From an optimization exercise on the open Yosys and OpenROAD flow, aimed at small area, a short achievable clock period and few clock cycles per item; shortcuts taken in it are not production practice. Where RTL was checked, it was by simulation tests only, not by an equivalence proof against the original. Power and IR drop assume default switching activity.

before:
==> flow/design.v <==
module demosaic(clk, reset, in_en, data_in, wr_r, addr_r, wdata_r, rdata_r, wr_g, addr_g, wdata_g, rdata_g, wr_b, addr_b, wdata_b, rdata_b, done);
input clk;
input reset;
input in_en;
input [7:0] data_in;
output reg wr_r;
output reg [13:0] addr_r;
output reg [7:0] wdata_r;
input [7:0] rdata_r;
output reg wr_g;
output reg [13:0] addr_g;
output reg [7:0] wdata_g;
input [7:0] rdata_g;
output reg wr_b;
output reg [13:0] addr_b;
output reg [7:0] wdata_b;
input [7:0] rdata_b;
output reg done;
reg p1, p2;              
reg [6:0] row;           
reg [7:0] col8;          
reg f0, f126, f127;      
wire [6:0] col = col8[6:0];
wire bub = col8[7];
reg [1:0] mid_sel;       
reg [8:0] s0, s1;
reg [7:0] t2, b2;
reg [7:0] m0, m1;
reg [9:0] sm;
wire [7:0] mid_v = (mid_sel == 2'd0) ? rdata_r : (mid_sel == 2'd1) ? rdata_g : rdata_b;
wire [7:0] tb_a  = (mid_sel == 2'd0) ? rdata_g : rdata_r;
wire [7:0] tb_b  = (mid_sel == 2'd2) ? rdata_g : rdata_b;
wire [8:0] s2    = t2 + b2;
wire [8:0] horiz_b = m0 + rdata_b;
wire [8:0] horiz_r = m0 + rdata_r;
wire [9:0] gsum_s  = sm + rdata_g;
wire [9:0] diag_s  = s0 + s2;
wire [7:0] vert  = s1[8:1];
wire [7:0] gsum  = gsum_s[9:2];
wire [7:0] diag  = diag_s[9:2];
wire r0 = row[0];
wire c0 = col[0];
wire own_g = (r0 == c0);
wire own_r = ~r0 & c0;
wire own_b = r0 & ~c0;
wire [6:0] rp1 = row + 7'd1;
wire [6:0] rp2 = row + 7'd2;
wire [6:0] rm1 = row - 7'd1;
wire [13:0] a_own = {row, col};
wire [13:0] a_x = f0 ? {row, 7'd126} : {rp1, col - 7'd3};
wire [13:0] a_y = own_g ? {rm1, col - 7'd3} : {row, col - 7'd2};
wire x_wr = (row != 7'd127);
wire gen = ~f126 & ~f127 & ~bub;
wire [13:0] a_k   = {row, col};
wire [13:0] a_rc1 = {rp1, col + 7'd1};
wire [13:0] a_rc2 = {row, col + 7'd2};
wire [13:0] p2_r = gen ? (own_r ? a_rc1 : a_k) :
                   f126 ? a_k :
                   ~bub ? (r0 ? {rp1, 7'd126} : {row, 7'd1}) :
                          (r0 ? {rp1, 7'd1} : {rp1, 7'd127});
wire [13:0] p2_g = gen ? (own_g ? a_rc2 : a_k) :
                   f126 ? (r0 ? a_k : {rp2, 7'd0}) :
                   ~bub ? (r0 ? {row, 7'd1} : {rp1, 7'd126}) :
                          (r0 ? {rp1, 7'd127} : {rp1, 7'd1});
wire [13:0] p2_b = gen ? (own_b ? a_rc1 : a_k) :
                   f126 ? (r0 ? {rp2, 7'd0} : a_k) :
                   ~bub ? (r0 ? {rp1, 7'd126} : {rp2, 7'd127}) :
                          (r0 ? {rp2, 7'd2} : {rp1, 7'd127});
wire [1:0] mid_next = gen ? (own_g ? 2'd1 : own_r ? 2'd2 : 2'd0) :
                      f126 ? (r0 ? 2'd1 : 2'd2) :
                      (r0 ? 2'd0 : 2'd1);
wire wrap = bub | (~p2 & f127);
wire last_pix = (row == 7'd127) & f127;
wire last_step = (row == 7'd126) & f127;
wire idle = ~p1 & ~p2 & ~done;
always @(posedge clk or posedge reset) begin
	if (reset) begin
		p1 <= 1'b0;
		p2 <= 1'b0;
		done <= 1'b0;
		wr_r <= 1'b0;
		wr_g <= 1'b0;
		wr_b <= 1'b0;
	end else begin
		if (p2) begin
			wr_r <= ~own_r & ~f127 & ~bub & ~last_step;
			wr_g <= ~own_g & ~f127 & ~bub & ~last_step;
			wr_b <= ~own_b & ~f127 & ~bub & ~last_step;
			if (last_step) begin
				p2 <= 1'b0;
				done <= 1'b1;
			end
		end else if (in_en & ~done) begin
			wr_r <= ~own_g | x_wr;
			wr_g <= own_g | x_wr;
			wr_b <= 1'b1;
			p1 <= ~last_pix;
			p2 <= last_pix;
		end else begin
			wr_r <= 1'b0;
			wr_g <= 1'b0;
			wr_b <= 1'b0;
		end
	end
end
always @(posedge clk) begin
	s0 <= s1;
	s1 <= s2;
	t2 <= tb_a;
	b2 <= tb_b;
	m0 <= m1;
	m1 <= mid_v;
	sm <= s2 + m1;
	mid_sel <= mid_next;
	if (idle) begin
		row <= 7'd0;
		col8 <= {7'd0, in_en};
		f0 <= ~in_en;
		f126 <= 1'b0;
		f127 <= 1'b0;
	end else if (p1 & last_pix) begin
		row <= 7'd0;
		col8 <= 8'd126;
		f0 <= 1'b0;
		f126 <= 1'b1;
		f127 <= 1'b0;
	end else begin
		col8 <= wrap ? 8'd0 : col8 + 8'd1;
		if (wrap)
			row <= rp1;
		f0 <= wrap;
		f126 <= (col8 == 8'd125);
		f127 <= f126;
	end
	if (p2) begin
		addr_r <= p2_r;
		addr_g <= p2_g;
		addr_b <= p2_b;
		wdata_r <= own_g ? (r0 ? vert : horiz_b[8:1]) : diag;
		wdata_g <= gsum;
		wdata_b <= own_g ? (r0 ? horiz_r[8:1] : vert) : diag;
	end else begin
		addr_r <= own_r ? a_own : own_g ? a_x : a_y;
		addr_g <= own_g ? a_own : a_x;
		addr_b <= own_b ? a_own : a_y;
		wdata_r <= data_in;
		wdata_g <= data_in;
		wdata_b <= data_in;
	end
end
endmodule
==> flow/config.mk <==
export PLATFORM = sky130hd
export DESIGN_NAME = demosaic
export DESIGN_NICKNAME = demosaic
export VERILOG_FILES = /design/flow/design.v
export SDC_FILE = /design/flow/constraint.sdc
export NUM_CORES = 4
export LEC_CHECK = 0
export CAP_MARGIN = 20
export CORE_MARGIN = 2
export CORE_UTILIZATION = 40
export CTS_BUF_LIST = sky130_fd_sc_hd__clkbuf_8
export CTS_CLUSTER_DIAMETER = 80
export CTS_CLUSTER_SIZE = 30
export SETUP_SLACK_MARGIN = 2.8
export SLEW_MARGIN = 20
export BUFFER_PORTS_ARGS = -buffer_cell sky130_fd_sc_hd__buf_1
export DONT_USE_CELLS += sky130_fd_sc_hd__fa_1 sky130_fd_sc_hd__fa_2 sky130_fd_sc_hd__fa_4 sky130_fd_sc_hd__ha_1 sky130_fd_sc_hd__ha_2 sky130_fd_sc_hd__ha_4
==> flow/constraint.sdc <==
create_clock -name core_clock -period 5.0 [get_ports {clk}]
set_input_delay 1.0000 -clock core_clock [delete_from_list [all_inputs] [get_ports {clk}]]
set_output_delay 1.0000 -clock core_clock [all_outputs]
set_load 0.01 [all_outputs]
standard.sh (not shown) runs the stock make flow with config.mk's settings and CLKGATE_MAP_FILE= SYNTH_SCRIPT=/design/flow/synth_recipe.tcl, a recipe that flattens the netlist after the stock synthesis.
==> flow/flow/run.sh <==
#!/bin/bash
# Standard layout, with a small buffer on each port instead of the default
# one, and adders left to abc as plain gates (no full/half adder cells).
set -euo pipefail
cat >> config.mk <<'MK'
export BUFFER_PORTS_ARGS = -buffer_cell sky130_fd_sc_hd__buf_1
export DONT_USE_CELLS += sky130_fd_sc_hd__fa_1 sky130_fd_sc_hd__fa_2 sky130_fd_sc_hd__fa_4 sky130_fd_sc_hd__ha_1 sky130_fd_sc_hd__ha_2 sky130_fd_sc_hd__ha_4
MK
bash standard.sh > flow.log 2>&1
Modified inputs, after compared to before
-- flow/config.mk --
<<< before, line 14
export SETUP_SLACK_MARGIN = 2.8
>>> after, line 14
export SETUP_SLACK_MARGIN = 2.0
## What came out
- Wire length of the first global-routing pass down 1.2 mm in after wrt before
- Shortest period the worst path allows in after is 0.021 ns lower than in before
- after: non-clock buffer count about 7% below before
- Compared with before, after has extra setup slack.
- Comparing before and after, the lower global-route total usage across every layer was measured on after.
- The stage delay of the slowest cell on the critical path was comparable across before and after.
- The final layouts of before and after pass the timing, DRC and antenna checks.
- after against before: share of the final layout cell area in multi-input gates went down 0.16 points, register-to-register slack went up 0.05 ns.
No functional check of the RTL was part of any run of this note.


== job 101 ==
demosaic, a different RTL version from the one above (not shown whole).
Size: ~110 I/O pins, roughly 7500 sq um of cells after synthesis.
clock: 5.0 ns
lec_check: 0
cap_margin: 20
core_margin: 2
core_utilization: 40
cts_buf_list: sky130_fd_sc_hd__clkbuf_8
cts_cluster_diameter: 80
cts_cluster_size: 30
setup_slack_margin: 2.5
slew_margin: 20
buffer_ports_args: -buffer_cell sky130_fd_sc_hd__buf_1
Scripts as last shown in full above: flow/flow/run.sh
Testbench counts of job 101, summed over its fixed seeds: cycles 261,128, images 8.
Inputs modified between job 101 and job 102:
--- a/flow/config.mk
+++ b/flow/config.mk
@@ -13,4 +13,5 @@
 export CTS_CLUSTER_SIZE = 30
-export SETUP_SLACK_MARGIN = 2.5
+export SETUP_SLACK_MARGIN = 2.0
 export SLEW_MARGIN = 20
+export TNS_END_PERCENT = 5
 export BUFFER_PORTS_ARGS = -buffer_cell sky130_fd_sc_hd__buf_1
### Flow results
Job 102 closes out successfully: all stages finished, all timing, DRC and antenna checks passed. Compared with job 101, in job 102 number of flip-flops and latches neither gained nor lost much; count of non-filler cells in the finished layout moved down; number of buffer and inverter instances along the worst setup path shrank by 1; number of nets in the finished design fell by 29; total power draw now smaller. The origin of the worst setup path comes out rdata_g[0] in one run and rdata_b[0] in the other, namely in job 102 and job 101 respectively. In the reports for job 102 and job 101, the smaller combinational share of power belongs to job 102. The wire length in job 102 sits 680 um below the value recorded for job 101.
The following lists how job 103 was set up differently from job 102:
--- a/flow/config.mk
+++ b/flow/config.mk
@@ -13,5 +13,4 @@
 export CTS_CLUSTER_SIZE = 30
-export SETUP_SLACK_MARGIN = 2.0
+export SETUP_SLACK_MARGIN = 2.4
 export SLEW_MARGIN = 20
-export TNS_END_PERCENT = 5
 export BUFFER_PORTS_ARGS = -buffer_cell sky130_fd_sc_hd__buf_1
Results
Compare job 103 and job 102 | power lower: job 102. Job 103 -> job 102: total clock sinks delta 0, exact match. Job 103: detailed-route wire length is about 4.7% higher than what job 102 reported. ~same minimum hold slack in job 103 and job 102.

==> separate check: timing with driven ports <==
How much do the figures lean on ideal ports? The routed layouts below were timed once more, with nothing changed but the port constraints.
Step 1: set_driving_cell puts a clkbuf_16 on clk and a buf_2 on each other input, an assumption about the parent block.
Step 2 moves the port delays by t, midway between the first and last clock arrival at a register: inputs arrive t later, outputs are due t later. That takes back most of the time a late clock gives input paths.
a / b / c = ideal / step 1 / step 2; a / b = the first two.
| run | t, ns | setup WS [ns] | worst hold slack (ns) |
|---|---|---|---|
| before | 0.501 | 2.033 / 2.030 / 1.529 | 0.339 / 0.339 / 0.339 |
| after | 0.502 | 2.055 / 2.063 / 1.560 | 0.341 / 0.341 / 0.341 |
| job 101 | 0.482 | 2.279 / 2.273 / 1.791 | 0.330 / 0.330 / 0.330 |
| job 102 | 0.495 | 2.089 / 2.110 / 1.615 | 0.329 / 0.329 / 0.329 |
| job 103 | 0.493 | 2.345 / 2.334 / 1.841 | 0.328 / 0.328 / 0.328 |
After both steps every run listed still meets setup and hold.
